What follows belongs to an exercise in optimizing a design on an open flow for small area; a production flow would make more cautious choices. Function was checked by simulation only, so behaviour that the tests miss may differ from the original. The clock port is modelled as an ideal driver; clocking choices that lean on that would not hold on a real chip. Power and IR drop assume default switching activity.

## design/flow/flow/run.sh

```bash
#!/bin/bash
# Standard ORFS layout (standard.sh, unchanged synthesis), with two changes:
# the port buffers are the smallest buffer cell, and the clock tree uses
# clkbuf_4 cells without dummy load cells.
set -euo pipefail
export BUFFER_PORTS_ARGS="-buffer_cell sky130_fd_sc_hd__buf_1"
export CTS_ARGS="-sink_clustering_enable -repair_clock_nets -buf_list sky130_fd_sc_hd__clkbuf_4 -root_buf sky130_fd_sc_hd__clkbuf_4 -dont_use_dummy_load"
bash standard.sh > standard.log 2>&1
```

## design/flow/standard.sh

```bash
#!/bin/bash
# synth_recipe.tcl (not shown) runs the flow's synth.tcl, then flattens the netlist and writes it again
# the make line also repeats each setting of config.mk as NAME=value (left out here)
make -C /OpenROAD-flow-scripts/flow DESIGN_CONFIG=/design/flow/config.mk WORK_HOME=/design/flow/orfs CLKGATE_MAP_FILE= SYNTH_SCRIPT=/design/flow/synth_recipe.tcl "${@:-finish}"
```

## design/flow/config.mk

```make
export PLATFORM = sky130hd
export DESIGN_NAME = Uart_Wrapper
export DESIGN_NICKNAME = Uart_Wrapper
export VERILOG_FILES = /design/flow/design.v
export SDC_FILE = /design/flow/constraint.sdc
export NUM_CORES = 4
export LEC_CHECK = 0
export CAP_MARGIN = 20
export CORE_MARGIN = 2
export CORE_UTILIZATION = 60
export SLEW_MARGIN = 20
```

## design/flow/constraint.sdc

```tcl
create_clock -name core_clock -period 10.0 [get_ports {clk}]
set_input_delay 2.0000 -clock core_clock [delete_from_list [all_inputs] [get_ports {clk}]]
set_output_delay 2.0000 -clock core_clock [all_outputs]
set_load 0.01 [all_outputs]
```

## design/flow/design.v

```verilog
`timescale 1ns / 1ps
module Uart_Wrapper (
    input        clk,
    input        rst,
    input        nwrite_fifo_btn,
    input        nread_fifo_btn,
    input        nreset_button,
    input        rx_i,
    output       tx_o,
    output [6:0] fifo_state_segs,
    output [6:0] Counter_Display,
    output [7:0] Value_out_led
);
    reg [2:0] c_nrst;    
    reg [2:0] c_rf;      
    reg [2:0] c_rd;      
    reg [2:0] c_wr;      
    wire nreset_dbnc = &c_nrst;
    wire ureset      = ~nreset_dbnc;        
    wire reset_fifo  = &c_rf;
    wire rd_db       = &c_rd;
    wire wr_db       = &c_wr;
    always @(posedge clk) begin
        if (rst) begin
            c_nrst <= 3'd0;
            c_rf   <= 3'd0;
            c_rd   <= 3'd0;
            c_wr   <= 3'd0;
        end else begin
            c_nrst <= nreset_button    ? (nreset_dbnc ? 3'd7 : c_nrst + 3'd1) : 3'd0;
            c_rf   <= ureset           ? (reset_fifo  ? 3'd7 : c_rf   + 3'd1) : 3'd0;
            c_rd   <= !nread_fifo_btn  ? (rd_db       ? 3'd7 : c_rd   + 3'd1) : 3'd0;
            c_wr   <= !nwrite_fifo_btn ? (wr_db       ? 3'd7 : c_wr   + 3'd1) : 3'd0;
        end
    end
    reg [1:0] m3;    
    reg [1:0] m4;    
    wire tick = (m3 == 2'b00) && (m4 == 2'b11);
    always @(posedge clk) begin
        if (rst) begin
            m3 <= 2'b00;
            m4 <= 2'b00;
        end else begin
            m3 <= {m3[0], ~(m3[0] | m3[1])};
            m4 <= {m4[0], ~m4[1]};
        end
    end
    reg [1:0] stage;
    always @(posedge clk) begin
        if (rst || reset_fifo) stage <= 2'b00;
        else                   stage <= {wr_db, rd_db};
    end
    reg [2:0] cnt_d;
    reg [1:0] op;         
    localparam OP_NONE = 2'd0, OP_INC = 2'd1, OP_DEC = 2'd2, OP_CLR = 2'd3;
    reg       empty_led, filled_led;
    reg [7:0] vout;
    reg [7:0] mem0, mem1, mem2, mem3, mem4;
    reg [7:0] rx_hold;    
    wire cnt_zero = (cnt_d == 3'd0);
    wire cnt_full = (cnt_d == 3'd5);
    wire step     = tick && !reset_fifo;
    wire push     = step && stage == 2'b10 && !cnt_full;
    wire pop      = step && stage == 2'b01 && !cnt_zero;
    reg [7:0] oldest;
    always @(*) begin
        case (cnt_d)
            3'd1:    oldest = mem0;
            3'd2:    oldest = mem1;
            3'd3:    oldest = mem2;
            3'd4:    oldest = mem3;
            default: oldest = mem4;
        endcase
    end
    always @(posedge clk) begin
        if (push) begin
            mem0 <= rx_hold;
            mem1 <= mem0;
            mem2 <= mem1;
            mem3 <= mem2;
            mem4 <= mem3;
        end
    end
    always @(posedge clk) begin
        if (rst)                   op <= OP_CLR;
        else if (tick && reset_fifo) op <= OP_CLR;
        else if (push)             op <= OP_INC;
        else if (pop)              op <= OP_DEC;
        else                       op <= OP_NONE;
        if (rst) cnt_d <= 3'd7;
        else case (op)
            OP_INC:  cnt_d <= cnt_d + 3'd1;
            OP_DEC:  cnt_d <= cnt_d - 3'd1;
            OP_CLR:  cnt_d <= 3'd0;
            default: ;
        endcase
    end
    always @(posedge clk) begin
        if (rst) begin
            empty_led  <= 1'b0;
            filled_led <= 1'b0;
            vout       <= 8'd0;
        end else if (tick) begin
            if (reset_fifo) begin
                empty_led  <= 1'b1;
                filled_led <= 1'b0;
            end else begin
                if (stage == 2'b11) begin
                    empty_led  <= 1'b0;
                    filled_led <= 1'b0;
                end else begin
                    empty_led  <= cnt_zero;
                    filled_led <= cnt_full;
                end
                if (stage == 2'b00 || (stage == 2'b01 && cnt_zero))
                    vout <= 8'd0;
                else if (pop)
                    vout <= oldest;
            end
        end
    end
    wire just_rst = (cnt_d == 3'd7);
    reg [6:0] cdisp;
    always @(*) begin
        case (cnt_d)
            3'd0:    cdisp = 7'h40;
            3'd1:    cdisp = 7'h79;
            3'd2:    cdisp = 7'h24;
            3'd3:    cdisp = 7'h30;
            3'd4:    cdisp = 7'h19;
            3'd5:    cdisp = 7'h12;
            3'd6:    cdisp = 7'h02;
            default: cdisp = 7'h00;
        endcase
    end
    assign Counter_Display = cdisp;
    reg [6:0] segs;
    always @(*) begin
        if (just_rst) segs = 7'h00;
        else case (stage)
            2'b00: segs = 7'h40;
            2'b01: segs = 7'h79;
            2'b10: segs = 7'h24;
            default: segs = 7'h30;
        endcase
    end
    assign fifo_state_segs = segs;
    assign Value_out_led   = vout;
    wire baud_done, baud_last;
    baud_timer baud_timer (.clk(clk), .clr(rst || ureset), .done(baud_done), .last(baud_last));
    localparam [3:0] S_IDLE = 4'b0000, S_START = 4'b0001, S_STOP = 4'b0010, S_DATA0 = 4'b1000;
    reg [3:0] rs;
    reg [7:0] rbank;
    reg       rcap;
    always @(posedge clk) begin
        if (rst || ureset)  rs <= S_IDLE;
        else if (rs == S_IDLE) begin
            if (!rx_i) rs <= S_START;
        end else if (baud_done) begin
            if (rs[3])      rs <= (rs[2:0] == 3'd7) ? S_STOP : rs + 4'd1;
            else if (rs[0]) rs <= S_DATA0;
            else            rs <= S_IDLE;
        end
    end
    always @(posedge clk) begin
        if (rs[3]) rbank[0] <= rx_i;
        if (baud_done && rs[2:0] != 3'd7) rbank[7:1] <= rbank[6:0];
        rcap <= !rst && rs == S_STOP && baud_last;
        if (rst)       rx_hold <= 8'd0;
        else if (rcap) rx_hold <= rbank;
    end
    reg       tvalid, tfull;
    reg [3:0] ts;
    reg       tsel;
    always @(posedge clk) begin
        tvalid <= !rst && (empty_led || filled_led);
        tfull  <= filled_led;
        if (ts == S_IDLE) tsel <= tfull;
        if (rst || ureset)  ts <= S_IDLE;
        else if (ts == S_IDLE) begin
            if (tvalid) ts <= S_START;
        end else if (baud_done) begin
            if (ts[3])      ts <= (ts[2:0] == 3'd7) ? S_STOP : ts + 4'd1;
            else if (ts[0]) ts <= S_DATA0;
            else            ts <= S_IDLE;
        end
    end
    reg tx_bit;
    always @(*) begin
        case (ts[2:0])
            3'd0:    tx_bit = !tsel;
            3'd1:    tx_bit = tsel;
            3'd2:    tx_bit = 1'b1;
            3'd6:    tx_bit = 1'b1;
            default: tx_bit = 1'b0;
        endcase
    end
    assign tx_o = ts[3] ? tx_bit : !ts[0];
endmodule
module baud_timer (
    input  clk,
    input  clr,
    output done,      
    output last       
);
    localparam [12:0] SEED = 13'd2413;
    reg [12:0] b;
    wire run0 = ~|{b[9:3]};
    assign done = run0 & b[0] & ~b[2];
    assign last = run0 & b[1] & ~b[10];
    always @(posedge clk) begin
        if (clr || last) b <= SEED;
        else             b <= {b[11:0], b[12] ^ b[10] ^ b[1] ^ b[0]};
    end
endmodule
```

==> metrics.md, run 1 <==
| Metric | Value |
|---|---|
| Post-synth top flop | dfxtp_1 |
| Drt drc | 0 |
| Leak | 1.65 nW |
| Critical Path Fanout Max | 25 |
| WL final | 7320 um |
| RSZ-0062 raised after global routing | false |
| Synthesized netlist cell count | 382 |
| IO buf count | 27 |
| Worst Hold Class | flop to flop |
| TritonCTS clock tree | done |
| # Post-CTS Setup Buffers | 0 |
| Core ar. | 7210 sq um |
| CTS buffer count | 17 |
| Max incr delay on CP | 0.84 ns |
| Multi-input logic area | 1560 sq um |
| Worst-path clk slew | 0.07 ns |
| Initial Util | 61.9% |
| Cts hold-fix bufs | 0 |
| Clock Skew | 0.0340 ns |
| Worst Setup End Kind | output port |
| Initial antenna violation count | 0 |
| DR WL/cell | 14.5 um |
| Syn_area_per_cell | 11.7 sq um |
| Flops & latches, synth | 114 |
| Vias | 2823 |
| GRT overflow | 0 |
| Final hold vios | 0 |
| Die height | 90.2 um |
| Most frequent cell after synthesis | dfxtp_1 |
| Seq/Total Area, Yosys | 62.1% |
| Area of the die | 8140 sq um |
| CP Data Arrival Time | 2.73 ns |
| Initial DRC count | 143 |
| Fill count | 583 |
| Htree depth | 4 |
| Status | no timing/DRC/antenna violations |
| CTS Buffer Depth | 2 |
| Area leader, netlist | edfxtp_1 |
| Dpl cell area | 4590 sq um |
| Antenna Nets Post-Route | 0 |
| CTS Sinks | 114 |
| Number of synthesized flops with an enable pin | 49 |
| Setup_tns | 0 ns |
| FFs w/ async S/R, synth | 0% |
| # resized after CTS | 0 |
| Slew headroom | 45.2% |
| # IOs | 29 |
| Critical path launch point type | flop |
| Syn Nets | 408 |
| Cell Chain, Critical Path | clkinv_1, ha_1, a211oi_1, o21ai_0, buf_1 |
| Finished Cell Area | 4720 sq um |
| Largest net degree at the start of global routing | 43 |
| Post-synth top cells | 65 x dfxtp_1, 49 x edfxtp_1, 35 x nor2_1 |
| Max Cap Viol | 0 |
| Vias per inst | 5.58 |
| Tcrit/Tclk final | 47.3% |
| Synth top area share | 33.0% |
| Setup CP Type | flop to output port |
| Top Family by Delay on Critical Path | flip-flops |
| Layout cell share with drive strength beyond 1 | 7.13% |
| Synth unique cells | 49 |
| Max Transition Viols Final | 0 |
| Fmax | 0.212 GHz |
| Slowest CP cell | dfxtp_1 |
| Total GRT Usage | 19.4% |
| Mapped Area | 4460 sq um |
| Synth-to-Final Area Change | 5.86% |
| 1st-pass router iterations | 5 |
| Inserted Diodes | 0 |
| First-pass GRT wire length | 12400 um |
| Dpl hpwl | 4990 um |
| Final setup vio count | 0 |
| Fin nets | 435 |
| Largest cells by area after synthesis | edfxtp_1 33%, dfxtp_1 29%, ha_1 5.6%, a21oi_1 3.0%, nor2_1 2.9% |
| GPL Wtd Cong | 0.778 |
| Worst vdd ir | 0.0696 mV |
| Req. time, crit path | 8.00 ns |
| Die Wd | 90.2 um |
| Register area | 2770 sq um |
| Root Driver | clkbuf_4 |
| Tightest Pin Transition | 0.823 ns |
| Cell Pwr Density | 159 nW/um^2 |
| Worst skew pair latency | 0.49 ns |
| Vias in the first global route | 2684 |
| Core Rows | 31 |
| Final min period | 4.73 ns |
| Buf/Inv on CP | 2 |
| Synth Warn # | 2 |
==> kinds of logic (layout without fill, tap and decap cells) <==
logic type	after synthesis	after routing	synth area share, %
simple gates	123	123	14.2
flops	114	114	62.1
compound gates	80	80	11.7
buf+inv	29	54	3.08
fa+ha+maj	20	20	5.61
mux	10	10	2.30
xor+xnor	5	5	0.981
other cells	1	1	0.0840
==> final timing paths <==
kind | from | end | slack [ns] | depth (start not counted)
setup / recovery | cnt_d[2] | Counter_Display[5] | 5.27 | 5
hold / removal | filled_led | tfull | 0.38 | 0
setup reg to reg | cnt_d[2] | vout[6] | 7.52 | 6
hold reg to reg | filled_led | tfull | 0.38 | 0
==> power breakdown <==
| part | total (mW) | internal (mW) | switching (mW) |
|---|---|---|---|
| Combinational | 0.0483 | 0.0175 | 0.0308 |
| Sequential | 0.493 | 0.486 | 0.00689 |
| Clock | 0.210 | 0.0776 | 0.132 |
==> cell type report <==
type / instances / share of cell area (%)
inverter: 9 / 0.715
sequential: 114 / 58.7
timing repair buffer: 28 / 2.33
tap: 99 / 2.62
clock buffer: 17 / 2.70
multi-input combinational: 239 / 32.9
==> state kept, by name (all words and copies together), names as in the netlist, 2 cells and up <==
signal and flops:
mem1 8, vout 8, rx_hold 8, ts 4, op 2, rs 4
mem0 8, c_rd 3, c_wr 3, baud_timer.b 13, mem4 8, c_rf 3
mem2 8, stage 2, m4 2, cnt_d 3, rbank 8, c_nrst 3
m3 2, mem3 8
==> placed cells by master, fill, tap and decap left out, types with 3 or more instances in the layout <==
master,instances
a22oi_1,8
clkbuf_4,17
xor2_1,3
buf_1,26
o211ai_1,13
inv_1,8
nor2_1,35
a21oi_1,26
mux2i_1,8
edfxtp_1,49
a211oi_1,4
nand2b_1,5
nand3_1,11
or3_1,7
ha_1,20
nand4_1,5
a32oi_1,4
nand2_1,26
nor2b_1,4
nor3_1,10
o21ai_0,10
and4b_1,3
and2_1,9
dfxtp_1,65
a31o_2,3
==> per-stage QoR <==
stage | total power, mW | cells | hold WS, ns | utilization [%] | setup slack (ns)
global route | 0.783 | 506 | 0.383 | 65.5 | 4.99
floorplan | 0.540 | 382 | 0.351 | - | 6.48
global placement | 0.550 | 489 | 0.366 | 63.7 | 5.86
detailed placement | 0.552 | 489 | 0.364 | 63.7 | 5.78
finish | 0.751 | 506 | 0.377 | 65.5 | 5.27
CTS | 0.759 | 506 | 0.376 | 65.4 | 5.27
==> layer usage <==
layer / vias up / track usage [%] / wire length (um)
li1: 1433 / - / -
met5: - / 0 / 0
met2: 65 / 30.4 / 3390
met3: 13 / 6.04 / 290
met4: 0 / 8.85 / 146
met1: 1312 / 24.7 / 3490
==> run 2, diff against run 1 <==
--- a/design/flow/design.v
+++ b/design/flow/design.v
@@ -62,24 +62,18 @@
     wire step     = tick && !reset_fifo;
     wire push     = step && stage == 2'b10 && !cnt_full;
     wire pop      = step && stage == 2'b01 && !cnt_zero;
-    reg [7:0] oldest;
-    always @(*) begin
-        case (cnt_d)
-            3'd1:    oldest = mem0;
-            3'd2:    oldest = mem1;
-            3'd3:    oldest = mem2;
-            3'd4:    oldest = mem3;
-            default: oldest = mem4;
-        endcase
-    end
-    always @(posedge clk) begin
-        if (push) begin
-            mem0 <= rx_hold;
-            mem1 <= mem0;
-            mem2 <= mem1;
-            mem3 <= mem2;
-            mem4 <= mem3;
-        end
+    wire [3:0] k = {1'b0, cnt_d} + {3'b000, op == OP_INC};
+    wire en1 = pop || k <= 4'd4;
+    wire en2 = pop || k <= 4'd3;
+    wire en3 = pop || k <= 4'd2;
+    wire en4 = pop || k <= 4'd1;
+    wire [7:0] oldest = mem4;
+    always @(posedge clk) begin
+        if (push) mem0 <= rx_hold;
+        if (en1)  mem1 <= mem0;
+        if (en2)  mem2 <= mem1;
+        if (en3)  mem3 <= mem2;
+        if (en4)  mem4 <= mem3;
     end
     always @(posedge clk) begin
         if (rst)                   op <= OP_CLR;
==> run 2 against run 1 <==
Net effect: still clean; critical path depth stayed put; setup slack better by 0.67 ns; cell count is 6.3% lower; power is 1.6% higher; core utilization is 1.1 points higher; area after synthesis is 4.7% lower; count of clock-buffer cells in the layout stayed put; die area is 4.5% lower; sequential cell count stayed put; cell area is 3.7% lower; critical endpoint unchanged; largest power group unchanged; highest routed layer unchanged.
==> metrics.md, run 2 <==
| Metric | Value |
|---|---|
| Clock Skew | 0.0196 ns (was 0.0340 ns) |
| Cell Pwr Density | 168 nW/um^2 (was 159 nW/um^2) |
| Req. time, crit path | 8.00 ns (about the same) |
| DR WL/cell | 13.9 um (was 14.5 um) |
| XOR/XNOR share of the synthesized area | 0.824% (was 0.981%) |
| Fin nets | 408 (was 435) |
| GR Util met1 | 26.5% (was 24.7%) |
| Tcrit/Tclk final | 40.6% (was 47.3%) |
| Combinational share of power | 5.3% (was 6.4%) |
| Htree depth | 4 (unchanged) |
| Multiplexer share of the synthesized area | 2.68% (was 2.30%) |
| Post-synthesis simple-gate area fraction | 13.9% (was 14.2%) |
| Vias | 2560 (was 2823) |
| Syn_area_per_cell | 12.3 sq um (was 11.7 sq um) |
| Fmax | 0.247 GHz (was 0.212 GHz) |
| Dpl hpwl | 4500 um (was 4990 um) |
| Critical Path Fanout Max | 15 (was 25) |
| Setup_tns | 0 ns (unchanged) |
| Worst vdd ir | 0.103 mV (was 0.0696 mV) |
| Synthesized netlist cell count | 345 (was 382) |
| IO buf count | 27 (unchanged) |
| Post-synth top cells | 65 x dfxtp_1, 49 x edfxtp_1, 32 x nor2_1 (was 65 x dfxtp_1, 49 x edfxtp_1, 35 x nor2_1) |
| Root Driver | clkbuf_4 (unchanged) |
| Setup CP Type | flop to output port (unchanged) |
| Status | no timing/DRC/antenna violations (unchanged) |
| 1st-pass router iterations | 4 (was 5) |
| Syn Nets | 373 (was 408) |
| Synth unique cells | 44 (was 49) |
| # Post-CTS Setup Buffers | 0 (unchanged) |
| Most flops, register | baud_timer.b (unchanged) |
| Largest net degree at the start of global routing | 37 (was 43) |
| Critical path launch point type | flop (unchanged) |
| Vias in the first global route | 2364 (was 2684) |
| Most frequent cell after synthesis | dfxtp_1 (unchanged) |
| Total GRT Usage | 19.1% (was 19.4%) |
| RSZ-0062 raised after global routing | false (unchanged) |
| Final setup vio count | 0 (unchanged) |
| Drt drc | 0 (unchanged) |
| M3 GR Usage | 6.50% (was 6.04%) |
| Cts hold-fix bufs | 0 (unchanged) |
| Mapped Area | 4250 sq um (was 4460 sq um) |
| Die height | 88.2 um (was 90.2 um) |
| Max Transition Viols Final | 0 (unchanged) |
| Final min period | 4.06 ns (was 4.73 ns) |
| Initial Util | 62.2% (was 61.9%) |
| Commonest cells after routing, fill and taps aside | 65 x dfxtp_1, 49 x edfxtp_1, 32 x nor2_1 (was 65 x dfxtp_1, 49 x edfxtp_1, 35 x nor2_1) |
| Core ar. | 6830 sq um (was 7210 sq um) |
| Slew headroom | 27.8% (was 45.2%) |
| Grt peak-use layer | met2 (unchanged) |
| Fill count | 553 (was 583) |
| Sw power | 0.165 mW (was 0.170 mW) |
| WL final | 6580 um (was 7320 um) |
| Clock share of power | 27.2% (was 27.9%) |
| Initial DRC count | 127 (was 143) |
| Synth Warn # | 2 (unchanged) |
| Synth Area in Compound Gates | 8.71% (was 11.7%) |
| Worst Setup End Kind | output port (unchanged) |
| Met2 usage | 28.0% (was 30.4%) |
| Setup ws final | 5.94 ns (was 5.27 ns) |
| CP Data Arrival Time | 2.06 ns (was 2.73 ns) |
| CTS buffer count | 17 (unchanged) |
| CTS Sinks | 114 (unchanged) |
| Initial antenna violation count | 0 (unchanged) |
| Die Wd | 88.2 um (was 90.2 um) |
| Synth top area share | 34.6% (was 33.0%) |
| Final hold vios | 0 (unchanged) |
| Adder-Cell Fraction of Synth Area | 6.47% (was 5.61%) |
| FFs w/ async S/R, synth | 0% (unchanged) |
| Largest cells by area after synthesis | edfxtp_1 35%, dfxtp_1 31%, ha_1 6.5%, nor2_1 2.8%, a21oi_1 2.5% (was edfxtp_1 33%, dfxtp_1 29%, ha_1 5.6%, a21oi_1 3.0%, nor2_1 2.9%) |
| Number of synthesized flops with an enable pin | 49 (unchanged) |
| Max Cap Viol | 0 (unchanged) |
| Vias per inst | 5.40 (was 5.58) |
| Flops & latches, synth | 114 (unchanged) |
| Leak | 1.62 nW (was 1.65 nW) |
| Reg-to-reg slack, setup | 7.50 ns (was 7.52 ns) |
| Pre-CTS WS | 6.43 ns (was 5.78 ns) |
| Core Rows | 30 (was 31) |
| Switching share of power | 21.6% (was 22.6%) |
| # resized after CTS | 0 (unchanged) |
| Worst skew pair latency | 0.47 ns (was 0.49 ns) |
| CTS Buffer Depth | 2 (unchanged) |
| Internal Power | 0.598 mW (was 0.582 mW) |
| Sequential share of power | 67.4% (was 65.7%) |
| Layout cell share with drive strength beyond 1 | 6.35% (was 7.13%) |
| First-pass GRT wire length | 11100 um (was 12400 um) |
| Tightest Pin Transition | 1.07 ns (was 0.823 ns) |
| GPL Wtd Cong | 0.813 (was 0.778) |
| Largest family of logic cells by synthesized area | simple AND/OR/NAND/NOR gates (unchanged) |
| Most common cell after layout, fill and taps aside | dfxtp_1 (unchanged) |
| Worst Hold Class | flop to flop (unchanged) |
| Post-synth top flop | dfxtp_1 (unchanged) |
| # IOs | 29 (unchanged) |
| Area leader, netlist | edfxtp_1 (unchanged) |
| TritonCTS clock tree | done (unchanged) |
| Inserted Diodes | 0 (unchanged) |
| Max reg flops | 13 (unchanged) |
| Area of the die | 7780 sq um (was 8140 sq um) |
| Antenna Nets Post-Route | 0 (unchanged) |
| Worst-path clk slew | 0.08 ns (was 0.07 ns) |
| Seq/Total Area, Yosys | 65.2% (was 62.1%) |
| GRT overflow | 0 (unchanged) |
| Synth-to-Final Area Change | 7.03% (was 5.86%) |
## run 2: logic make-up after synthesis
family / Yosys count
flip-flops: 114
AND/OR/NAND/NOR: 114
AO/OA/AOI/OAI: 59
adder cells (fa/ha/maj): 22
buffers and inverters: 20
multiplexers: 11
XOR/XNOR: 4
other: 1
## run 2: worst max-delay path, cell delays in order (launching register included)
cell     delay [ns]
dfxtp_1        0.61
inv_1          0.18
ha_1           0.28
o41ai_1        0.27
a22oi_1        0.12
buf_1          0.15
## run 2: area by class of cell
class                           instances  area (sq um)  share of cell area [%]
Timing Repair Buffer                   28           109                    2.39
Inverter                                8          30.0                   0.660
Clock buffer                           17           128                    2.80
Multi-Input combinational cell        211          1390                    30.6
Tap cell                               96           120                    2.64
Sequential cell                       114          2770                    60.9
## run 2: worst paths after layout
path / from / end / cells after the start
worst max register to register: op[0] / mem3[6] / 6
worst max-delay path: cnt_d[2] / Counter_Display[5] / 5
worst min register to register: filled_led / tfull / 0
worst min-delay path: filled_led / tfull / 0
## run 2: stage by stage
stage                     instance area, sq um  hold slack (ns)  utilization (%)  std cells  total power [mW]
after floorplan                           4250            0.352                -        345             0.554
after global placement                    4420            0.394             64.7        457             0.564
after detailed placement                  4420            0.398             64.7        457             0.566
after CTS                                 4550            0.408             66.6        474             0.772
after global routing                      4550            0.422             66.6        474             0.800
final                                     4550            0.405             66.6        474             0.763
## run 2: power by group through the flow
stage | registers [mW] | clock network (mW) | logic [mW]
after floorplan | 0.521 | 0 | 0.0328
final | 0.515 | 0.208 | 0.0407
after CTS | 0.515 | 0.217 | 0.0410
after detailed placement | 0.526 | 0 | 0.0408
after global placement | 0.524 | 0 | 0.0402
after global routing | 0.517 | 0.236 | 0.0470
## run 2: layer usage
metal / share of wire [%] / wire length (um)
met2: 46 / 3030
met4: 0.49 / 32
met3: 3.6 / 238
met5: 0 / 0
met1: 50 / 3280
==> run 3, diff against run 2 <==
==> design/flow/flow/run.sh (replaced) <==
#!/bin/bash
# The standard layout (standard.sh), with three changes:
#  1. after the standard synthesis, the combinational logic between the
#     registers is mapped again by ABC for area (flow/reopt.tcl); registers,
#     their names and cells, ports, tie and port-feedthrough cells are kept
#     as they are. The new netlist is used only if Yosys proves it equivalent
#     to the standard one.
#  2. port buffers are the smallest buffer cell;
#  3. the clock tree uses clkbuf_4 cells without dummy load cells.
# Each tool's output goes to a log file in this folder.
set -euo pipefail
export BUFFER_PORTS_ARGS="-buffer_cell sky130_fd_sc_hd__buf_1"
export CTS_ARGS="-sink_clustering_enable -repair_clock_nets -buf_list sky130_fd_sc_hd__clkbuf_4 -root_buf sky130_fd_sc_hd__clkbuf_4 -dont_use_dummy_load"

bash standard.sh synth > synth.log 2>&1

YOSYS=$FLOW_HOME/../tools/install/yosys/bin/yosys
export REOPT_LIB=$FLOW_HOME/platforms/$FLOW_PLATFORM/lib/sky130_fd_sc_hd__tt_025C_1v80.lib
export REOPT_RES=orfs/results/$FLOW_PLATFORM/Uart_Wrapper/base
export REOPT_FLOW=flow
cp $REOPT_RES/1_2_yosys.v std_1_2_yosys.v
if $YOSYS -c flow/reopt.tcl > reopt.log 2>&1 && grep -q "REOPT_EQUIVALENT" reopt.log; then
    cp reopt_1_2_yosys.v $REOPT_RES/1_2_yosys.v
    rm -f $REOPT_RES/1_synth.odb $REOPT_RES/1_synth.sdc
    echo "using the re-mapped netlist" >> reopt.log
else
    echo "re-mapping failed or not proven; keeping the standard netlist" >> reopt.log
fi

bash standard.sh > layout.log 2>&1
==> design/flow/flow/ffmodels.v (new file) <==
module sky130_fd_sc_hd__dfxtp_1(input CLK, input D, output reg Q); always @(posedge CLK) Q <= D; endmodule
module sky130_fd_sc_hd__edfxtp_1(input CLK, input D, input DE, output reg Q); always @(posedge CLK) if (DE) Q <= D; endmodule
module sky130_fd_sc_hd__conb_1(output HI, output LO); assign HI = 1'b1; assign LO = 1'b0; endmodule
==> design/flow/flow/reopt.tcl (new file) <==
# Re-map the combinational logic of the standard synthesis netlist for area.
yosys -import
set lib $::env(REOPT_LIB)
set res $::env(REOPT_RES)
set keep {sky130_fd_sc_hd__dfxtp_1 sky130_fd_sc_hd__edfxtp_1 sky130_fd_sc_hd__conb_1 sky130_fd_sc_hd__buf_4}

# gate functions from the library; registers, tie and feedthrough cells stay cells
read_liberty -ignore_miss_func $lib
blackbox {*}$keep
read_verilog $res/1_2_yosys.v
hierarchy -top $::env(FLOW_TOP)
flatten
yosys rename -hide w:*.*
opt_clean -purge
set f [open reopt_abc.constr w]
puts $f "set_driving_cell sky130_fd_sc_hd__buf_1"
puts $f "set_load 5"
close $f
abc -liberty $lib -constr reopt_abc.constr -D 10000 -dont_use sky130_fd_sc_hd__lpflow_* -dont_use sky130_fd_sc_hd__probe* \
    -script "+strash;dc2;&get,-n;&dch,-f;&nf,-R,1000;&put"
opt_clean -purge
splitnets
opt_clean -purge
tee -o reopt_stat.txt stat -liberty $lib
write_verilog -noattr -nohex -nodec reopt_1_2_yosys.v

# prove it equivalent to the standard netlist (registers as plain flip-flops)
design -reset
read_liberty -ignore_miss_func $lib
read_verilog -overwrite $::env(REOPT_FLOW)/ffmodels.v
read_verilog $res/1_2_yosys.v
yosys rename $::env(FLOW_TOP) gold
read_verilog reopt_1_2_yosys.v
yosys rename $::env(FLOW_TOP) gate
yosys proc
flatten gold gate
opt_clean
equiv_make gold gate eq
hierarchy -top eq
equiv_simple -undef
equiv_induct -undef
equiv_status -assert
puts "REOPT_EQUIVALENT"
==> run 3 against run 2 <==
Net effect: still clean; register-to-register slack worse by 0.40 ns; global-route usage shrank 2.9 points; power decreased by 3.2%; clock skew increased by 0.027 ns; critical path depth shrank 2; via count decreased by 9.3%; synthesized cell count shrank 9.3%; setup slack gained 0.40 ns; first-iteration DRC count decreased by 4.7%; area after synthesis down 8.4%; cell count is 8.9% lower; core utilization hardly changed.
==> metrics.md, run 3 <==
| Metric | Value |
|---|---|
| Status | no timing/DRC/antenna violations (unchanged) |
| Critical R2R Launch | baud_timer.b[7] (was op[0]) |
| Commonest cells after routing, fill and taps aside | 65 x dfxtp_1, 49 x edfxtp_1, 44 x nor2_1 (was 65 x dfxtp_1, 49 x edfxtp_1, 32 x nor2_1) |
| Initial Util | 61.7% (was 62.2%) |
| Critical Path Fanout Max | 14 (was 15) |
| IO buf count | 27 (unchanged) |
| Dpl cell area | 4080 sq um (was 4420 sq um) |
| Final hold vios | 0 (unchanged) |
| Internal Power | 0.586 mW (was 0.598 mW) |
| Max Transition Viols Final | 0 (unchanged) |
| Fin nets | 363 (was 408) |
| Drt drc | 0 (unchanged) |
| Total GRT Usage | 16.2% (was 19.1%) |
| CP Data Arrival Time | 1.66 ns (was 2.06 ns) |
| Sw power | 0.153 mW (was 0.165 mW) |
| Worst vdd ir | 0.132 mV (was 0.103 mV) |
| Critical path launch point type | flop (unchanged) |
| Vias per inst | 5.38 (was 5.40) |
| CTS Sinks | 114 (unchanged) |
| RSZ-0062 raised after global routing | false (unchanged) |
| # Post-CTS Setup Buffers | 0 (unchanged) |
| Most common cell after layout, fill and taps aside | dfxtp_1 (unchanged) |
| Clock Skew | 0.0462 ns (was 0.0196 ns) |
| Largest net degree at the start of global routing | 36 (was 37) |
| Final min period | 3.66 ns (was 4.06 ns) |
| Setup_tns | 0 ns (unchanged) |
| Synth Warn # | 2 (unchanged) |
| # resized after CTS | 0 (unchanged) |
| Switching share of power | 20.7% (was 21.6%) |
| Vias in the first global route | 2024 (was 2364) |
| Max reg flops | 13 (unchanged) |
| 1st-pass router iterations | 4 (unchanged) |
| Worst skew pair latency | 0.48 ns (was 0.47 ns) |
| WL final | 5210 um (was 6580 um) |
| FF-to-FF path depth | 6 (unchanged) |
| Worst-path clk slew | 0.06 ns (was 0.08 ns) |
| Tightest Pin Transition | 0.787 ns (was 1.07 ns) |
| Tcrit/Tclk final | 36.6% (was 40.6%) |
| Sequential share of power | 68.8% (was 67.4%) |
| Initial antenna violation count | 0 (unchanged) |
| # IOs | 29 (unchanged) |
| Worst setup path end | Counter_Display[0] (was Counter_Display[5]) |
| Mapped Area | 3890 sq um (was 4250 sq um) |
| Max Cap Viol | 0 (unchanged) |
| Most flops, register | baud_timer.b (unchanged) |
| Inserted Diodes | 0 (unchanged) |
| Overall power | 0.739 mW (was 0.763 mW) |
| Finished Cell Area | 4200 sq um (was 4550 sq um) |
| Fill count | 492 (was 553) |
| Initial DRC count | 121 (was 127) |
| Setup ws final | 6.34 ns (was 5.94 ns) |
| Pre-CTS WS | 6.46 ns (was 6.43 ns) |
| Die Wd | 84.6 um (was 88.2 um) |
| Max incr delay on CP | 0.43 ns (was 0.61 ns) |
| Fmax | 0.273 GHz (was 0.247 GHz) |
| Synthesized netlist cell count | 313 (was 345) |
| Synth-to-Final Area Change | 7.97% (was 7.03%) |
| GRT overflow | 0 (unchanged) |
| Antenna Nets Post-Route | 0 (unchanged) |
| Worst Hold Class | flop to flop (unchanged) |
| CTS buffer count | 17 (unchanged) |
| Setup CP Type | flop to output port (unchanged) |
| R2R Path End | rs[2] (was mem3[6]) |
| Dpl hpwl | 3460 um (was 4500 um) |
| Syn_area_per_cell | 12.4 sq um (was 12.3 sq um) |
| Worst Setup End Kind | output port (unchanged) |
| Cell Chain, Critical Path | or2_0, o21ai_0, buf_1 (was inv_1, ha_1, o41ai_1, a22oi_1, buf_1) |
| Die height | 84.6 um (was 88.2 um) |
| Leak | 1.41 nW (was 1.62 nW) |
| GPL Wtd Cong | 0.775 (was 0.813) |
| First-pass GRT wire length | 8910 um (was 11100 um) |
| Slew headroom | 47.3% (was 27.8%) |
| Clock share of power | 27.5% (was 27.2%) |
| CTS Buffer Depth | 2 (unchanged) |
| Req. time, crit path | 8.00 ns (about the same) |
| DR WL/cell | 12.1 um (was 13.9 um) |
| TritonCTS clock tree | done (unchanged) |
| Syn Nets | 319 (was 373) |
| Root Driver | clkbuf_4 (unchanged) |
| Cts hold-fix bufs | 0 (unchanged) |
| Cell Pwr Density | 176 nW/um^2 (was 168 nW/um^2) |
| Layout cell share with drive strength beyond 1 | 5.07% (was 6.35%) |
| CP startpoint | cnt_d[2] (unchanged) |
| Core Rows | 29 (was 30) |
| Area of the die | 7150 sq um (was 7780 sq um) |
| Final setup vio count | 0 (unchanged) |
| Combinational share of power | 3.8% (was 5.3%) |
| Core ar. | 6310 sq um (was 6830 sq um) |
| Htree depth | 4 (unchanged) |
| Slowest CP cell | dfxtp_1 (unchanged) |
| Vias | 2322 (was 2560) |
| Reg-to-reg slack, setup | 7.10 ns (was 7.50 ns) |
## run 3: routing by layer
metal,wire (um),global-route usage [%]
met1,2600,21.7
met2,2270,22.7
met3,280,8.06
met4,51,6.78
met5,0,0
## run 3: final cells by class
| type | instances | area (sq um) | area share [%] |
|---|---|---|---|
| sequential | 114 | 2770 | 66.0 |
| inverter | 7 | 26.3 | 0.625 |
| tap | 77 | 96.3 | 2.29 |
| multi-input combinational | 189 | 1070 | 25.5 |
| clock buffer | 17 | 128 | 3.04 |
| timing repair buffer | 28 | 109 | 2.59 |
## run 3: worst max-delay path, delay by kind of cell (launching register included)
kind / cells / cell delay (ns)
flip-flops: 1 / 0.43
buffers and inverters: 1 / 0.18
AO/OA/AOI/OAI: 1 / 0.25
AND/OR/NAND/NOR: 1 / 0.36
## run 3: per-stage QoR
| stage | util [%] | std cells | hold slack, ns |
|---|---|---|---|
| finish | 66.6 | 432 | 0.374 |
| global route | 66.6 | 432 | 0.395 |
| CTS | 66.6 | 432 | 0.374 |
| detailed placement | 64.6 | 415 | 0.365 |
| global placement | 64.6 | 415 | 0.363 |
| floorplan | - | 313 | 0.351 |
## run 3: power by group through the flow
| stage | registers (mW) | logic (mW) | clock network [mW] |
|---|---|---|---|
| floorplan | 0.516 | 0.0198 | 0 |
| global placement | 0.518 | 0.0275 | 0 |
| detailed placement | 0.519 | 0.0281 | 0 |
| CTS | 0.508 | 0.0283 | 0.212 |
| global route | 0.510 | 0.0318 | 0.230 |
| finish | 0.508 | 0.0279 | 0.203 |
## run 3: worst min path at each step
stage	start	endpoint	cells past startpoint
2_1_floorplan	filled_led	tfull	0
3_3_place_gp	filled_led	tfull	0
3_5_place_dp	filled_led	tfull	0
4_1_cts	filled_led	tfull	0
5_1_grt	filled_led	tfull	0
6_report	filled_led	tfull	0
==> run 4, diff against run 3 <==
--- a/design/flow/design.v
+++ b/design/flow/design.v
@@ -50,6 +50,7 @@
         if (rst || reset_fifo) stage <= 2'b00;
         else                   stage <= {wr_db, rd_db};
     end
+    localparam [2:0] C0 = 3'd7, C1 = 3'd3, C2 = 3'd2, C3 = 3'd6, C4 = 3'd1, C5 = 3'd0, CR = 3'd4;
     reg [2:0] cnt_d;
     reg [1:0] op;         
     localparam OP_NONE = 2'd0, OP_INC = 2'd1, OP_DEC = 2'd2, OP_CLR = 2'd3;
@@ -57,16 +58,29 @@
     reg [7:0] vout;
     reg [7:0] mem0, mem1, mem2, mem3, mem4;
     reg [7:0] rx_hold;    
-    wire cnt_zero = (cnt_d == 3'd0);
-    wire cnt_full = (cnt_d == 3'd5);
+    wire cnt_zero = (cnt_d == C0);
+    wire cnt_full = (cnt_d == C5);
     wire step     = tick && !reset_fifo;
     wire push     = step && stage == 2'b10 && !cnt_full;
     wire pop      = step && stage == 2'b01 && !cnt_zero;
-    wire [3:0] k = {1'b0, cnt_d} + {3'b000, op == OP_INC};
-    wire en1 = pop || k <= 4'd4;
-    wire en2 = pop || k <= 4'd3;
-    wire en3 = pop || k <= 4'd2;
-    wire en4 = pop || k <= 4'd1;
+    reg [4:1] free;
+    reg [2:0] cnt_inc, cnt_dec;
+    always @(*) begin
+        case (cnt_d)
+            C5: begin free = 4'b0000; cnt_inc = 3'd0; cnt_dec = C4; end
+            C4: begin free = (op == OP_INC) ? 4'b0000 : 4'b0001; cnt_inc = C5; cnt_dec = C3; end
+            C2: begin free = (op == OP_INC) ? 4'b0011 : 4'b0111; cnt_inc = C3; cnt_dec = C1; end
+            C1: begin free = (op == OP_INC) ? 4'b0111 : 4'b1111; cnt_inc = C2; cnt_dec = C0; end
+            3'd4: begin free = 4'b0000; cnt_inc = 3'd4; cnt_dec = 3'd4; end
+            3'd5: begin free = 4'b0000; cnt_inc = 3'd5; cnt_dec = 3'd5; end
+            C3: begin free = (op == OP_INC) ? 4'b0001 : 4'b0011; cnt_inc = C4; cnt_dec = C2; end
+            C0: begin free = 4'b1111; cnt_inc = C1; cnt_dec = 3'd7; end
+        endcase
+    end
+    wire en1 = pop || free[1];
+    wire en2 = pop || free[2];
+    wire en3 = pop || free[3];
+    wire en4 = pop || free[4];
     wire [7:0] oldest = mem4;
     always @(posedge clk) begin
         if (push) mem0 <= rx_hold;
@@ -81,11 +95,11 @@
         else if (push)             op <= OP_INC;
         else if (pop)              op <= OP_DEC;
         else                       op <= OP_NONE;
-        if (rst) cnt_d <= 3'd7;
+        if (rst) cnt_d <= CR;
         else case (op)
-            OP_INC:  cnt_d <= cnt_d + 3'd1;
-            OP_DEC:  cnt_d <= cnt_d - 3'd1;
-            OP_CLR:  cnt_d <= 3'd0;
+            OP_INC:  cnt_d <= cnt_inc;
+            OP_DEC:  cnt_d <= cnt_dec;
+            OP_CLR:  cnt_d <= C0;
             default: ;
         endcase
     end
@@ -113,17 +127,16 @@
             end
         end
     end
-    wire just_rst = (cnt_d == 3'd7);
+    wire just_rst = (cnt_d == CR);
     reg [6:0] cdisp;
     always @(*) begin
         case (cnt_d)
-            3'd0:    cdisp = 7'h40;
-            3'd1:    cdisp = 7'h79;
-            3'd2:    cdisp = 7'h24;
-            3'd3:    cdisp = 7'h30;
-            3'd4:    cdisp = 7'h19;
-            3'd5:    cdisp = 7'h12;
-            3'd6:    cdisp = 7'h02;
+            C0: cdisp = 7'h40;
+            C1: cdisp = 7'h79;
+            C2: cdisp = 7'h24;
+            C3: cdisp = 7'h30;
+            C4: cdisp = 7'h19;
+            C5: cdisp = 7'h12;
             default: cdisp = 7'h00;
         endcase
     end
--- a/design/flow/flow/run.sh
+++ b/design/flow/flow/run.sh
@@ -6,11 +6,16 @@
 #     as they are. The new netlist is used only if Yosys proves it equivalent
 #     to the standard one.
 #  2. port buffers are the smallest buffer cell;
-#  3. the clock tree uses clkbuf_4 cells without dummy load cells.
+#  3. the clock tree is built by flow/clock_tree.tcl before ORFS's CTS step:
+#     the flip-flops are split into 3 x 2 groups by position, each group
+#     is driven by a clkbuf_8 at its centre, and the six by one clkbuf_4 on
+#     the clock port's net. TritonCTS then finds nothing left to do on that
+#     net (it only repairs long clock wires).
 # Each tool's output goes to a log file in this folder.
 set -euo pipefail
 export BUFFER_PORTS_ARGS="-buffer_cell sky130_fd_sc_hd__buf_1"
-export CTS_ARGS="-sink_clustering_enable -repair_clock_nets -buf_list sky130_fd_sc_hd__clkbuf_4 -root_buf sky130_fd_sc_hd__clkbuf_4 -dont_use_dummy_load"
+export PRE_CTS_TCL=$PWD/flow/clock_tree.tcl
+export CTS_ARGS="-clk_nets clk -sink_clustering_enable -repair_clock_nets -buf_list sky130_fd_sc_hd__clkbuf_4 -root_buf sky130_fd_sc_hd__clkbuf_4 -dont_use_dummy_load"
 
 bash standard.sh synth > synth.log 2>&1
 
==> design/flow/flow/clock_tree.tcl (new file) <==
# Manual two-level clock tree: one leaf buffer per group of nearby
# flip-flops (split by the median x and y of their positions), one root.
proc build_clock_tree { leaf_cell root_cell nx ny } {
  set block [ord::get_db_block]
  set pins [get_pins -of_objects [get_nets clk] -filter "direction==input"]
  set pts {}
  foreach p $pins {
    set inst [[sta::sta_to_db_inst [$p instance]] getLocation]
    lappend pts [list [lindex $inst 0] [lindex $inst 1] [get_full_name $p]]
  }
  # split into nx columns by x, then each column into ny rows by y
  set sorted [lsort -integer -index 0 $pts]
  set n [llength $sorted]
  set groups {}
  for {set i 0} {$i < $nx} {incr i} {
    set col [lrange $sorted [expr {$i*$n/$nx}] [expr {($i+1)*$n/$nx - 1}]]
    set col [lsort -integer -index 1 $col]
    set m [llength $col]
    for {set j 0} {$j < $ny} {incr j} {
      lappend groups [lrange $col [expr {$j*$m/$ny}] [expr {($j+1)*$m/$ny - 1}]]
    }
  }
  set dbu [$block getDbUnitsPerMicron]
  set k 0
  foreach g $groups {
    set sx 0; set sy 0; set names {}
    foreach p $g { set sx [expr {$sx + [lindex $p 0]}]; set sy [expr {$sy + [lindex $p 1]}]; lappend names [lindex $p 2] }
    set cx [expr {double($sx) / [llength $g] / $dbu}]
    set cy [expr {double($sy) / [llength $g] / $dbu}]
    insert_buffer -buffer_cell $leaf_cell -net clk -load_pins [get_pins $names] -location [list $cx $cy] -buffer_name clkleaf_$k -net_name clknet_leaf_$k
    incr k
  }
  insert_buffer -buffer_cell $root_cell -net clk -buffer_name clkroot -net_name clknet_root
}

# 6 leaf buffers (3 x 2 groups of flip-flops) under one root buffer
build_clock_tree sky130_fd_sc_hd__clkbuf_8 sky130_fd_sc_hd__clkbuf_4 3 2
==> run 4 against run 3 <==
Net effect: cell count decreased by 2.8%; cell area is 1.6% lower; maximum frequency hardly changed; combinational power fell by 51%; sequential share of layout area grew 1.1 points; setup slack about the same; clock skew shrank 0.033 ns; synthesized cell count is 0.64% lower.
==> metrics.md, run 4 <==
| Metric | Value |
|---|---|
| GPL Wtd Cong | 0.731 (was 0.775) |
| Register area | 2770 sq um (unchanged) |
| Tightest Pin Transition | 0.967 ns (was 0.787 ns) |
| FF-to-FF path depth | 7 (was 6) |
| Die height | 84.3 um (was 84.6 um) |
| Slew headroom | 34.9% (was 47.3%) |
| 1st-pass router iterations | 4 (unchanged) |
| Synth Warn # | 2 (unchanged) |
| Vias per inst | 5.33 (was 5.38) |
| Mapped Area | 3860 sq um (was 3890 sq um) |
| WHS Endpoint | tfull (unchanged) |
| Cell Pwr Density | 165 nW/um^2 (was 176 nW/um^2) |
| Leak | 1.38 nW (was 1.41 nW) |
| Core ar. | 6280 sq um (was 6310 sq um) |
| Multi-input logic area | 1060 sq um (was 1070 sq um) |
| First-pass GRT wire length | 9170 um (was 8910 um) |
| Reg-to-reg slack, setup | 7.58 ns (was 7.10 ns) |
| Largest net degree at the start of global routing | 36 (unchanged) |
| # IOs | 29 (unchanged) |
| Overall power | 0.682 mW (was 0.739 mW) |
| Final setup vio count | 0 (unchanged) |
| WL final | 5300 um (was 5210 um) |
| Worst Hold Class | flop to flop (unchanged) |
| Syn Nets | 317 (was 319) |
| Cts hold-fix bufs | 0 (unchanged) |
| DR WL/cell | 12.6 um (was 12.1 um) |
| Drt drc | 0 (unchanged) |
| RSZ-0062 raised after global routing | false (unchanged) |
| Synthesized netlist cell count | 311 (was 313) |
| Worst vdd ir | 0.164 mV (was 0.132 mV) |
| Synth-to-Final Area Change | 7.06% (was 7.97%) |
| Critical Path Fanout Max | 11 (was 14) |
| Dpl hpwl | 3730 um (was 3460 um) |
| Fin nets | 351 (was 363) |
| Area of the die | 7100 sq um (was 7150 sq um) |
| Hold path depth | 0 (unchanged) |
| Inserted Diodes | 0 (unchanged) |
| Initial DRC count | 55 (was 121) |
| Fill count | 520 (was 492) |
| Req. time, crit path | 8.00 ns (about the same) |
| Max Cap Viol | 0 (unchanged) |
| Final hold vios | 0 (unchanged) |
| GRT overflow | 0 (unchanged) |
| Worst-path clk slew | 0.11 ns (was 0.06 ns) |
| Clock Skew | 0.0134 ns (was 0.0462 ns) |
| Critical R2R Launch | baud_timer.b[7] (unchanged) |
| Max Transition Viols Final | 0 (unchanged) |
| Tcrit/Tclk final | 36.6% (about the same) |
| R2R Path End | rs[2] (unchanged) |
| Antenna Nets Post-Route | 0 (unchanged) |
| Hold WS | 0.388 ns (was 0.374 ns) |
| Worst Setup End Kind | output port (unchanged) |
| Core Rows | 29 (unchanged) |
| Initial Util | 61.6% (was 61.7%) |
| Critical path launch point type | flop (unchanged) |
| Total GRT Usage | 15.0% (was 16.2%) |
| # Post-CTS Setup Buffers | 0 (unchanged) |
| Final min period | 3.66 ns (about the same) |
| Most flops, register | baud_timer.b (unchanged) |
| Commonest cells after routing, fill and taps aside | 65 x dfxtp_1, 49 x nor2_1, 49 x edfxtp_1 (was 65 x dfxtp_1, 49 x edfxtp_1, 44 x nor2_1) |
| CP Data Arrival Time | 1.66 ns (about the same) |
| Setup CP Type | flop to output port (unchanged) |
| Layout cell share with drive strength beyond 1 | 2.33% (was 5.07%) |
| Setup_tns | 0 ns (unchanged) |
| Fmax | 0.273 GHz (about the same) |
| Max reg flops | 13 (unchanged) |
| Initial antenna violation count | 0 (unchanged) |
| Vias in the first global route | 2055 (was 2024) |
| IO buf count | 27 (unchanged) |
| Worst skew pair latency | 0.42 ns (was 0.48 ns) |
| # resized after CTS | 0 (unchanged) |
| Syn_area_per_cell | 12.4 sq um (about the same) |
| Vias | 2238 (was 2322) |
| Most common cell after layout, fill and taps aside | dfxtp_1 (unchanged) |
| Status | no timing/DRC/antenna violations (unchanged) |
| Die Wd | 84.3 um (was 84.6 um) |
| Hold path startpoint | filled_led (unchanged) |
==> run 4: worst max-delay path by stage <==
stage          startpoint                 end  cells past startpoint
6_report         cnt_d[2]  fifo_state_segs[3]                      4
3_3_place_gp          rst     baud_timer.b[1]                      5
2_1_floorplan    cnt_d[2]  fifo_state_segs[3]                      4
4_1_cts               rst    baud_timer.b[12]                      5
5_1_grt          cnt_d[2]  fifo_state_segs[4]                      4
3_5_place_dp          rst    baud_timer.b[12]                      5
==> run 4: area by class of cell, clock buffers not listed <==
class	instances	share of cell area [%]
Inverter	3	0.272
Multi-Input combinational cell	191	25.6
Sequential cell	114	67.0
Tap cell	77	2.33
Timing Repair Buffer	28	2.63
==> run 4: worst max-delay path: stages, from the launching register on <==
cell      delay, ns
dfxtp_1        0.53
nand2b_1       0.17
o21ai_0        0.30
nor2_1         0.10
buf_1          0.14
==> run 4: metal layers <==
layer	global-route usage, %	share of wire, %	up-vias
met4	1.32	1.0	0
met5	0	0	-
met2	26.6	46	31
met3	1.77	3.8	3
li1	-	-	1185
met1	21.0	49	1019
==> run 4: power by group <==
group	internal, mW	switching (mW)
clock network	0.0589	0.119
registers	0.486	0.00430
logic	0.00511	0.00844
total	0.550	0.132
==> run 4: metrics by stage <==
stage | instance area (sq um) | setup slack [ns] | utilization, % | cells
global placement | 4050 | 6.55 | 64.5 | 413
CTS | 4140 | 6.52 | 65.9 | 420
floorplan | 3860 | 6.85 | - | 311
global route | 4140 | 6.06 | 65.9 | 420
finish | 4140 | 6.34 | 65.9 | 420
detailed placement | 4050 | 6.53 | 64.5 | 413
==> run 5, diff against run 4 <==
--- a/design/flow/flow/run.sh
+++ b/design/flow/flow/run.sh
@@ -1,9 +1,9 @@
 #!/bin/bash
 # The standard layout (standard.sh), with three changes:
 #  1. after the standard synthesis, the combinational logic between the
-#     registers is mapped again by ABC for area (flow/reopt.tcl); registers,
-#     their names and cells, ports, tie and port-feedthrough cells are kept
-#     as they are. The new netlist is used only if Yosys proves it equivalent
+#     registers is mapped again by ABC for area (flow/reopt.tcl keeps the
+#     smallest result of a few ABC scripts); registers, their names and
+#     cells, ports, tie and port-feedthrough cells are kept as they are. The new netlist is used only if Yosys proves it equivalent
 #     to the standard one.
 #  2. port buffers are the smallest buffer cell;
 #  3. the clock tree is built by flow/clock_tree.tcl before ORFS's CTS step:
--- a/design/flow/flow/reopt.tcl
+++ b/design/flow/flow/reopt.tcl
@@ -16,13 +16,38 @@
 puts $f "set_driving_cell sky130_fd_sc_hd__buf_1"
 puts $f "set_load 5"
 close $f
-abc -liberty $lib -constr reopt_abc.constr -D 10000 -dont_use sky130_fd_sc_hd__lpflow_* -dont_use sky130_fd_sc_hd__probe* \
-    -script "+strash;dc2;&get,-n;&dch,-f;&nf,-R,1000;&put"
-opt_clean -purge
-splitnets
-opt_clean -purge
-tee -o reopt_stat.txt stat -liberty $lib
-write_verilog -noattr -nohex -nodec reopt_1_2_yosys.v
+# several ABC scripts; the smallest result is kept
+set scripts {
+    "+strash;dc2;&get,-n;&dch,-f;&nf,-R,1000;&put"
+    "+strash;&get,-n;&dch,-f;&nf,-R,1000;&put"
+    "+strash;dc2;resub,-K,8;dc2;&get,-n;&dch,-f;&nf,-R,1000;&put"
+    "+strash;dch,-f;amap"
+    "+strash;drw;drf;dc2;&get,-n;&dch,-f;&nf,-R,1000;&put"
+}
+design -save pre
+set best_area 1e18
+set best_i -1
+set i 0
+foreach s $scripts {
+    design -load pre
+    abc -liberty $lib -constr reopt_abc.constr -D 10000 -dont_use sky130_fd_sc_hd__lpflow_* -dont_use sky130_fd_sc_hd__probe* -script $s
+    opt_clean -purge
+    splitnets
+    opt_clean -purge
+    tee -o reopt_stat_$i.txt stat -liberty $lib
+    write_verilog -noattr -nohex -nodec reopt_cand_$i.v
+    set fh [open reopt_stat_$i.txt r]
+    set txt [read $fh]
+    close $fh
+    if {[regexp {Chip area for module[^:]*:\s*([0-9.]+)} $txt -> a]} {
+        puts "REOPT_SCRIPT $i area $a"
+        if {$a < $best_area} { set best_area $a; set best_i $i }
+    }
+    incr i
+}
+if {$best_i < 0} { error "no ABC result" }
+puts "REOPT_BEST $best_i area $best_area"
+file copy -force reopt_cand_$best_i.v reopt_1_2_yosys.v
 
 # prove it equivalent to the standard netlist (registers as plain flip-flops)
 design -reset
==> run 5 against run 4 <==
Net effect: maximum frequency decreased by 1.3%; cell count increased by 3.8%; power about the same; sequential share of layout area increased by 0.061 points; wire length increased by 3.8%; combinational power increased by 12%; cell area about the same; clock skew decreased by 0.0076 ns; sequential cell count unchanged; largest power group unchanged.
==> metrics.md, run 5 <==
| Metric | Value |
|---|---|
| Dpl hpwl | 3970 um (was 3730 um) |
| Max Transition Viols Final | 0 (unchanged) |
| Fill count | 524 (was 520) |
| Tightest Pin Transition | 1.03 ns (was 0.967 ns) |
| Antenna Nets Post-Route | 0 (unchanged) |
| Synth-to-Final Area Change | 7.41% (was 7.06%) |
| Cts hold-fix bufs | 0 (unchanged) |
| Final setup vio count | 0 (unchanged) |
| Worst Hold Class | flop to flop (unchanged) |
| 1st-pass router iterations | 4 (unchanged) |
| Internal Power | 0.550 mW (about the same) |
| # IOs | 29 (unchanged) |
| Critical path launch point type | flop (unchanged) |
| CP Data Arrival Time | 1.70 ns (was 1.66 ns) |
| Most flops, register | baud_timer.b (unchanged) |
| Dpl cells | 429 (was 413) |
| Total GRT Usage | 16.0% (was 15.0%) |
| Initial antenna violation count | 0 (unchanged) |
| Synthesized netlist cell count | 327 (was 311) |
| # resized after CTS | 0 (unchanged) |
| Critical Path Fanout Max | 8 (was 11) |
| Final min period | 3.70 ns (was 3.66 ns) |
| Synth Warn # | 2 (unchanged) |
| Commonest cells after routing, fill and taps aside | 65 x dfxtp_1, 58 x nor2_1, 49 x edfxtp_1 (was 65 x dfxtp_1, 49 x nor2_1, 49 x edfxtp_1) |
| Syn_area_per_cell | 11.8 sq um (was 12.4 sq um) |
| Max reg flops | 13 (unchanged) |
| Switching share of power | 19.4% (was 19.3%) |
| Mapped Area | 3850 sq um (was 3860 sq um) |
| Setup_tns | 0 ns (unchanged) |
| Combinational share of power | 2.2% (was 2.0%) |
| Sw power | 0.132 mW (about the same) |
| Clock share of power | 26.0% (was 26.1%) |
| GRT overflow | 0 (unchanged) |
| Layout cell share with drive strength beyond 1 | 2.79% (was 2.33%) |
| Worst-path clk slew | 0.10 ns (was 0.11 ns) |
| GPL Wtd Cong | 0.803 (was 0.731) |
| Setup CP Type | flop to output port (unchanged) |
| Multi-input logic area | 957 sq um (was 1060 sq um) |
| Sequential share of power | 71.7% (was 71.9%) |
| Die Wd | 84.1 um (was 84.3 um) |
| # Post-CTS Setup Buffers | 0 (unchanged) |
| Area of the die | 7070 sq um (was 7100 sq um) |
| Fmax | 0.270 GHz (was 0.273 GHz) |
| RSZ-0062 raised after global routing | false (unchanged) |
| Inserted Diodes | 0 (unchanged) |
| IO buf count | 27 (unchanged) |
| Core Rows | 29 (unchanged) |
| Slew headroom | 30.6% (was 34.9%) |
| Fin nets | 367 (was 351) |
| Initial DRC count | 77 (was 55) |
| Vias per inst | 5.33 (about the same) |
| Status | no timing/DRC/antenna violations (unchanged) |
| Most common cell after layout, fill and taps aside | dfxtp_1 (unchanged) |
| Worst skew pair latency | 0.43 ns (was 0.42 ns) |
| Final hold vios | 0 (unchanged) |
| Drt drc | 0 (unchanged) |
| Final core utilization | 65.9% (about the same) |
| Cell Pwr Density | 165 nW/um^2 (about the same) |
| Initial Util | 61.3% (was 61.6%) |
| First-pass GRT wire length | 9600 um (was 9170 um) |
| Max Cap Viol | 0 (unchanged) |
| Largest net degree at the start of global routing | 27 (was 36) |
| Worst Setup End Kind | output port (unchanged) |
| Clock Skew | 0.00586 ns (was 0.0134 ns) |
| Leak | 1.39 nW (was 1.38 nW) |
| Core ar. | 6280 sq um (unchanged) |
| Layout Cells excl Fill | 436 (was 420) |
| Syn Nets | 333 (was 317) |
| WL final | 5500 um (was 5300 um) |
| Vias in the first global route | 2183 (was 2055) |
| Req. time, crit path | 8.00 ns (about the same) |
| Register area | 2770 sq um (unchanged) |
| Worst vdd ir | 0.152 mV (was 0.164 mV) |
| Tcrit/Tclk final | 37.0% (was 36.6%) |
| Die height | 84.1 um (was 84.3 um) |
| DR WL/cell | 12.6 um (about the same) |
| Vias | 2324 (was 2238) |
==> run 5: critical path, stage by stage, from the launching register on <==
cell,delay (ns)
dfxtp_1,0.40
clkinv_1,0.24
nand2_1,0.18
nor2_1,0.10
nor3_1,0.19
buf_1,0.17
==> run 5: path summary, 6_finish.rpt <==
check / from / end / slack (ns) / cells after the start
worst max-delay path: cnt_d[0] / fifo_state_segs[3] / 6.30 / 5
worst max register to register: baud_timer.b[5] / rs[2] / 7.34 / 7
worst min register to register: m4[1] / m4[0] / 0.41 / 1
worst min-delay path: m4[1] / m4[0] / 0.41 / 1
==> run 5: per-stage QoR <==
| stage | power [mW] | hold WS [ns] | cell area, sq um | setup slack [ns] |
|---|---|---|---|---|
| floorplan | 0.509 | 0.351 | 3850 | 6.79 |
| global placement | 0.515 | 0.387 | 4030 | 6.66 |
| detailed placement | 0.515 | 0.395 | 4040 | 6.64 |
| CTS | 0.652 | 0.395 | 4130 | 6.64 |
| global route | 0.711 | 0.428 | 4130 | 6.11 |
| finish | 0.682 | 0.411 | 4130 | 6.30 |
==> run 5: cell type report, clock buffers not listed <==
type / instances / share of cell area [%]
Timing Repair Buffer: 28 / 2.63
Inverter: 29 / 2.63
Sequential cell: 114 / 67.1
Tap cell: 77 / 2.33
Multi-Input combinational cell: 181 / 23.2
==> run 5: power groups by stage <==
| stage | combinational [mW] | clock [mW] | sequential (mW) |
|---|---|---|---|
| 3_5_place_dp | 0.0155 | 0 | 0.500 |
| 3_3_place_gp | 0.0149 | 0 | 0.500 |
| 4_1_cts | 0.0155 | 0.137 | 0.500 |
| 2_1_floorplan | 0.0103 | 0 | 0.499 |
| 6_report | 0.0153 | 0.178 | 0.489 |
| 5_1_grt | 0.0182 | 0.203 | 0.490 |
==> run 5: per-layer routing <==
layer	wire, um	share of wire, %	GRT usage, %	vias to the layer above
met1	2590	47	22.4	1063
met4	73	1.3	1.91	0
met3	202	3.7	1.98	7
li1	-	-	-	1226
met5	0	0	0	-
met2	2630	48	27.6	28

[re-timing with driven ports]
How much do the figures lean on ideal ports? The routed layouts below were timed once more, with nothing changed but the port constraints. Step 1: set_driving_cell puts a clkbuf_16 on clk and a buf_2 on each other input, an assumption about the parent block. Step 2 times the ports against the registers' clock, not the clock port: input delays grow and output delays shrink by t, the midpoint of the rising clock arrivals with the driver on. Slacks: no drivers / after step 1 / after step 2; pairs: no drivers / after step 1.
| run | shift t [ns] | slack for setup (ns) | latest minus earliest clock arrival (ns) |
|---|---|---|---|
| run 1 | 0.508 | 5.274 / 5.243 / 5.751 | 0.035 / 0.035 |
| run 2 | 0.484 | 5.944 / 5.916 / 6.401 | 0.020 / 0.021 |
| run 3 | 0.487 | 6.342 / 6.316 / 6.482 | 0.047 / 0.046 |
| run 4 | 0.427 | 6.342 / 6.329 / 6.557 | 0.013 / 0.013 |
| run 5 | 0.437 | 6.295 / 6.283 / 6.666 | 0.006 / 0.006 |
After both steps setup and hold are still met in every run listed.
